This is an optimization exercise on Yosys and OpenROAD, whose aim is a short achievable clock period and few clock cycles per item, not a production implementation. Where RTL was checked, it was by simulation tests only, not by an equivalence proof against the original. Power figures rest on the tool's default switching activity, not on a simulated workload.

==> module risc_processor, before the edit <==
module risc_processor (
    input clk,
    input reset,
    output [7:0] imem_addr,
    input  [7:0] imem_data,
    output reg [7:0] result,   
    output reg result_valid
    );
    reg [7:0] pc;
    reg [7:0] rf [0:3];
    reg [7:0] mem [0:15];
    reg        if_valid;       
    reg [3:0]  if_rsh, if_rth; 
    reg [3:0]  if_sa, if_sb;   
    reg        if_wa, if_wb;   
    reg        if_fa, if_fb;   
    reg        if_add, if_sub, if_and, if_or, if_ld, if_st;
    reg        ex_valid;
    reg [3:0]  ex_we;          
    reg        ex_wres;        
    reg [15:0] ex_sth;         
    reg        ex_stf;         
    reg [3:0]  wb_we;          
    reg [7:0]  fw;             
    reg [3:0]  fwm;            
    reg [7:0]  p0, p1, g0, g1; 
    reg [7:0]  y00, y01;       
    reg [7:0]  y10, y11;       
    reg        cin;
    reg [15:0] ex_lah;         
    reg        ex_ldf;         
    reg        ex_sfa;         
    reg [7:0]  ex_sd;          
    assign imem_addr = pc;
    wire f_ar = if_add | if_sub;
    wire [3:0] f_we = {4{if_valid & ~if_st}} & (if_ld ? if_rth : if_rsh);
    wire f_fwa = if_fa;
    wire f_fwb = if_fb;
    wire [7:0] ra = ({8{if_wa}} & fw) |
                    ({8{if_sa[0]}} & rf[0]) | ({8{if_sa[1]}} & rf[1]) |
                    ({8{if_sa[2]}} & rf[2]) | ({8{if_sa[3]}} & rf[3]);
    wire [7:0] rb = ({8{if_wb}} & fw) |
                    ({8{if_sb[0]}} & rf[0]) | ({8{if_sb[1]}} & rf[1]) |
                    ({8{if_sb[2]}} & rf[2]) | ({8{if_sb[3]}} & rf[3]);
    wire [7:0] a0 = ra;
    wire [7:0] a1 = ra | {8{f_fwa}};
    wire [7:0] bl0 = rb;
    wire [7:0] bl1 = rb | {8{f_fwb}};
    wire [7:0] b0 = bl0 ^ {8{if_sub}};
    wire [7:0] b1 = bl1 ^ {8{if_sub}};
    wire [7:0] q0 = f_ar ? (a0 ^ b0) : if_and ? (a0 & bl0) : if_or ? (a0 | bl0) : 8'h00;
    wire [7:0] q1 = f_ar ? (a1 ^ b1) : if_and ? (a1 & bl1) : if_or ? (a1 | bl1) : 8'h00;
    wire [15:0] rah = 16'd1 << ra[3:0];
    wire [15:0] rbh = 16'd1 << rb[3:0];
    wire f_fwm = (if_ld & f_fwa) | (if_st & f_fwb);
    wire [7:0] p = (fw & p1) | (~fw & p0);
    wire [7:0] g = (fw & g1) | (~fw & g0);
    wire [8:0] G0 = {g, cin};
    wire [8:0] P0 = {p, 1'b0};
    wire [8:0] G1 = G0 | (P0 & {G0[7:0], 1'b0});
    wire [8:0] P1 = P0 & {P0[7:0], 1'b0};
    wire [8:0] G2 = G1 | (P1 & {G1[6:0], 2'b0});
    wire [8:0] P2 = P1 & {P1[6:0], 2'b0};
    wire [8:0] G3 = G2 | (P2 & {G2[4:0], 4'b0});
    wire [7:0] c = G3[7:0];
    reg  [7:0] ldn;
    integer j;
    always @* begin
        ldn = 8'h00;
        for (j = 0; j < 16; j = j + 1)
            ldn = ldn | ({8{ex_lah[j]}} & mem[j]);
    end
    wire [7:0] ldf = ex_ldf ? mem[fwm] : 8'h00;
    wire [7:0] y0 = ((fw & y01) | (~fw & y00)) | ldn | ldf;
    wire [7:0] y1 = (fw & y11) | (~fw & y10);
    wire [7:0] res = (c & y1) | (~c & y0);
    wire [7:0] y0r = ex_wres ? y0 : result;
    wire [7:0] y1r = ex_wres ? y1 : result;
    wire [7:0] resr = (c & y1r) | (~c & y0r);
    wire [15:0] fwh = 16'd1 << fwm;
    wire [15:0] mwe = ex_sth | ({16{ex_stf}} & fwh);
    wire [7:0]  sd = ex_sfa ? fw : ex_sd;
    integer i;
    always @(posedge clk or posedge reset) begin
        if (reset) begin
            pc <= 8'd0;
            if_valid <= 1'b0;
            result_valid <= 1'b0;
            result <= 8'd0;
            ex_valid <= 1'b0;
            ex_we <= 4'b0000;
            ex_wres <= 1'b0;
            ex_sth <= 16'd0;
            ex_stf <= 1'b0;
            wb_we <= 4'b0000;
            rf[0] <= 8'h05;
            rf[1] <= 8'h00;
            rf[2] <= 8'h03;
            rf[3] <= 8'h00;
            for (i = 0; i < 16; i = i + 1)
                mem[i] <= (i == 5) ? 8'h0A : 8'h00;
        end else begin
            pc <= pc + 8'd1;
            if_valid <= 1'b1;
            ex_valid <= if_valid;
            ex_we <= f_we;
            ex_wres <= if_valid && !if_st;
            ex_sth <= (if_valid && if_st && !f_fwb) ? rbh : 16'd0;
            ex_stf <= if_valid && if_st && f_fwb;
            result_valid <= ex_valid;
            result <= resr;
            wb_we <= ex_we;
            for (i = 0; i < 16; i = i + 1)
                if (mwe[i])
                    mem[i] <= sd;
            for (i = 0; i < 4; i = i + 1)
                if (wb_we[i])
                    rf[i] <= fw;
        end
    end
    wire [3:0] i_rsh = 4'b0001 << imem_data[3:2];
    wire [3:0] i_rth = 4'b0001 << imem_data[1:0];
    wire i_fa = |(f_we & i_rsh);
    wire i_fb = |(f_we & i_rth);
    wire i_wa = |(ex_we & i_rsh);
    wire i_wb = |(ex_we & i_rth);
    always @(posedge clk) begin
        if_rsh <= i_rsh;
        if_rth <= i_rth;
        if_fa  <= i_fa;
        if_fb  <= i_fb;
        if_wa  <= i_wa & ~i_fa;
        if_wb  <= i_wb & ~i_fb;
        if_sa  <= (i_fa | i_wa) ? 4'b0000 : i_rsh;
        if_sb  <= (i_fb | i_wb) ? 4'b0000 : i_rth;
        if_add <= imem_data[7:4] == 4'd0;
        if_sub <= imem_data[7:4] == 4'd1;
        if_and <= imem_data[7:4] == 4'd2;
        if_or  <= imem_data[7:4] == 4'd3;
        if_ld  <= imem_data[7:4] == 4'd4;
        if_st  <= imem_data[7:4] == 4'd5;
        fw  <= res;
        fwm <= f_fwm ? res[3:0] : 4'd0;
        p0  <= a0 ^ b0;
        p1  <= a1 ^ b1;
        g0  <= {8{f_ar}} & a0 & b0;
        g1  <= {8{f_ar}} & a1 & b1;
        cin <= if_sub;
        y00 <= q0;
        y01 <= q1;
        y10 <= ~q0;
        y11 <= ~q1;
        ex_lah <= (if_ld && !f_fwa) ? rah : 16'd0;
        ex_ldf <= if_ld && f_fwa;
        ex_sfa <= f_fwa;
        ex_sd  <= ra;
    end
endmodule
export LEC_CHECK = 0
export ABC_CLOCK_PERIOD_IN_PS = 1500
export CAP_MARGIN = 20
export CORE_MARGIN = 2
export CORE_UTILIZATION = 40
export SETUP_SLACK_MARGIN = 2.5
export SLEW_MARGIN = 20
create_clock -name core_clock -period 4.0 [get_ports {clk}]
standard.sh (not shown) runs the stock make flow with config.mk's settings and CLKGATE_MAP_FILE= SYNTH_SCRIPT=/design/flow/synth_recipe.tcl, a recipe that flattens the netlist after the stock synthesis.
==> flow/flow/run.sh <==
#!/bin/bash
# Own layout flow: the standard layout (standard.sh), with one change to
# synthesis: the combinational logic is mapped by ABC with flow/abc_fast.script
# (delay-oriented choice mapping) in place of ORFS's abc_speed.script, and
# Yosys's extract_fa (full/half adder cell extraction) is skipped.  Everything
# else -- the standard synthesis script (synth_recipe.tcl, so registers keep the
# standard names and cells), floorplan, placement, CTS, routing -- is unchanged.
# Each tool's full output stays in this folder: flow_make.log (make and every
# ORFS step) and orfs/logs/.
set -euo pipefail
W=$(pwd)
cat > "$W/own_synth.tcl" <<EOT
proc extract_fa {args} { puts "own flow: extract_fa skipped" }
proc abc {args} {
  set i [lsearch \$args -script]
  set args [lreplace \$args [expr {\$i+1}] [expr {\$i+1}] $W/flow/abc_fast.script]
  puts "own flow: abc -script [lindex \$args [expr {\$i+1}]]"
  yosys abc {*}\$args
}
source $W/synth_recipe.tcl
EOT
sed "s#/synth_recipe.tcl#/own_synth.tcl#" standard.sh > own_standard.sh
grep -q own_synth.tcl own_standard.sh
bash own_standard.sh finish > flow_make.log 2>&1
test -s out/final.def
==> flow/flow/abc_fast.script <==
strash
&get -n
&st
&dch
&nf
&st
&syn2
&if -g -K 6
&synch2
&nf
&put
strash
dch -f
map -D 1
buffer -c
topo
stime -c
upsize -c
dnsize -c
==> next run, changes <==
--- a/flow/design.v
+++ b/flow/design.v
@@ -4,11 +4,12 @@
     output [7:0] imem_addr,
     input  [7:0] imem_data,
     output reg [7:0] result,   
     output reg result_valid
     );
-    reg [7:0] pc;
+    reg [7:0] pcn;             
+    reg [7:0] ia;              
     reg [7:0] rf [0:3];
     reg [7:0] mem [0:15];
     reg        if_valid;       
     reg [3:0]  if_rsh, if_rth; 
     reg [3:0]  if_sa, if_sb;   
@@ -19,21 +20,23 @@
     reg [3:0]  ex_we;          
     reg        ex_wres;        
     reg [15:0] ex_sth;         
     reg        ex_stf;         
     reg [3:0]  wb_we;          
+    reg [7:0]  last;           
     reg [7:0]  fw;             
     reg [3:0]  fwm;            
     reg [7:0]  p0, p1, g0, g1; 
     reg [7:0]  y00, y01;       
     reg [7:0]  y10, y11;       
     reg        cin;
     reg [15:0] ex_lah;         
     reg        ex_ldf;         
     reg        ex_sfa;         
     reg [7:0]  ex_sd;          
-    assign imem_addr = pc;
+    assign imem_addr = ia;
+    wire [7:0] pcn_next = pcn - 8'd1;
     wire f_ar = if_add | if_sub;
     wire [3:0] f_we = {4{if_valid & ~if_st}} & (if_ld ? if_rth : if_rsh);
     wire f_fwa = if_fa;
     wire f_fwb = if_fb;
     wire [7:0] ra = ({8{if_wa}} & fw) |
@@ -72,23 +75,24 @@
     end
     wire [7:0] ldf = ex_ldf ? mem[fwm] : 8'h00;
     wire [7:0] y0 = ((fw & y01) | (~fw & y00)) | ldn | ldf;
     wire [7:0] y1 = (fw & y11) | (~fw & y10);
     wire [7:0] res = (c & y1) | (~c & y0);
-    wire [7:0] y0r = ex_wres ? y0 : result;
-    wire [7:0] y1r = ex_wres ? y1 : result;
+    wire [7:0] y0r = ex_wres ? y0 : last;
+    wire [7:0] y1r = ex_wres ? y1 : last;
     wire [7:0] resr = (c & y1r) | (~c & y0r);
     wire [15:0] fwh = 16'd1 << fwm;
     wire [15:0] mwe = ex_sth | ({16{ex_stf}} & fwh);
     wire [7:0]  sd = ex_sfa ? fw : ex_sd;
     integer i;
     always @(posedge clk or posedge reset) begin
         if (reset) begin
-            pc <= 8'd0;
+            pcn <= 8'hff;
+            ia <= 8'h00;
             if_valid <= 1'b0;
             result_valid <= 1'b0;
-            result <= 8'd0;
+            last <= 8'd0;
             ex_valid <= 1'b0;
             ex_we <= 4'b0000;
             ex_wres <= 1'b0;
             ex_sth <= 16'd0;
             ex_stf <= 1'b0;
@@ -98,19 +102,20 @@
             rf[2] <= 8'h03;
             rf[3] <= 8'h00;
             for (i = 0; i < 16; i = i + 1)
                 mem[i] <= (i == 5) ? 8'h0A : 8'h00;
         end else begin
-            pc <= pc + 8'd1;
+            pcn <= pcn_next;
+            ia <= ~pcn_next;
             if_valid <= 1'b1;
             ex_valid <= if_valid;
             ex_we <= f_we;
             ex_wres <= if_valid && !if_st;
             ex_sth <= (if_valid && if_st && !f_fwb) ? rbh : 16'd0;
             ex_stf <= if_valid && if_st && f_fwb;
             result_valid <= ex_valid;
-            result <= resr;
+            last <= resr;
             wb_we <= ex_we;
             for (i = 0; i < 16; i = i + 1)
                 if (mwe[i])
                     mem[i] <= sd;
             for (i = 0; i < 4; i = i + 1)
@@ -138,10 +143,11 @@
         if_and <= imem_data[7:4] == 4'd2;
         if_or  <= imem_data[7:4] == 4'd3;
         if_ld  <= imem_data[7:4] == 4'd4;
         if_st  <= imem_data[7:4] == 4'd5;
         fw  <= res;
+        result <= resr;
         fwm <= f_fwm ? res[3:0] : 4'd0;
         p0  <= a0 ^ b0;
         p1  <= a1 ^ b1;
         g0  <= {8{f_ar}} & a0 & b0;
         g1  <= {8{f_ar}} & a1 & b1;
Worst setup slack improves by 52 ps. Core utilization went up by 1.4 points. Routed wire length rises by 18%. Count of clock-buffer cells in the layout is higher by 5. Die area came out higher by 6.1%. Clock power climbs by about 5%. Via count came out higher by 9.4%. Critical path depth drops by 9. Clock skew goes down by 4.4 ps. Area after synthesis grows by 6.2%. Non-clock buffer count climbs by 11. Power is lower by 0.36%. Cell count came out higher by 9.1%.
Testbench counts after the change, summed over its fixed seeds: cycles 28,896, instructions 28,800.
For the first run of this note, only the layout was checked, not whether the RTL still works.

port drivers added, routing unchanged:
In the flow no input, the clock included, has a driving cell. The finished layouts below were timed again as built, in two steps. Step 1 sets driving cells, clkbuf_16 on the clock port and buf_2 on the other inputs (assumed; they add their load-dependent delay and slew). Step 2 adds t to the input delays and takes it off the output delays; t is the mean of the earliest and latest rising clock arrival at the registers after step 1. Input paths then give back, and output paths get back, about the clock's delay inside the block. Slacks: no drivers / after step 1 / after step 2; pairs: no drivers / after step 1.
| run | t, ns | setup slack, ns | worst setup path after step 2 | cell pins on the clock port's net |
|---|---|---|---|---|
| the first run | 0.612 | 2.060 / 2.023 / 1.878 | input to register | 1 |
| the second run | 0.626 | 2.112 / 2.057 / 1.951 | input to register | 1 |
After both steps setup and hold are still met in every run listed. The setup slack of the first run, which loses most, moves by -0.037 ns with the drivers and by -0.182 ns with both steps.
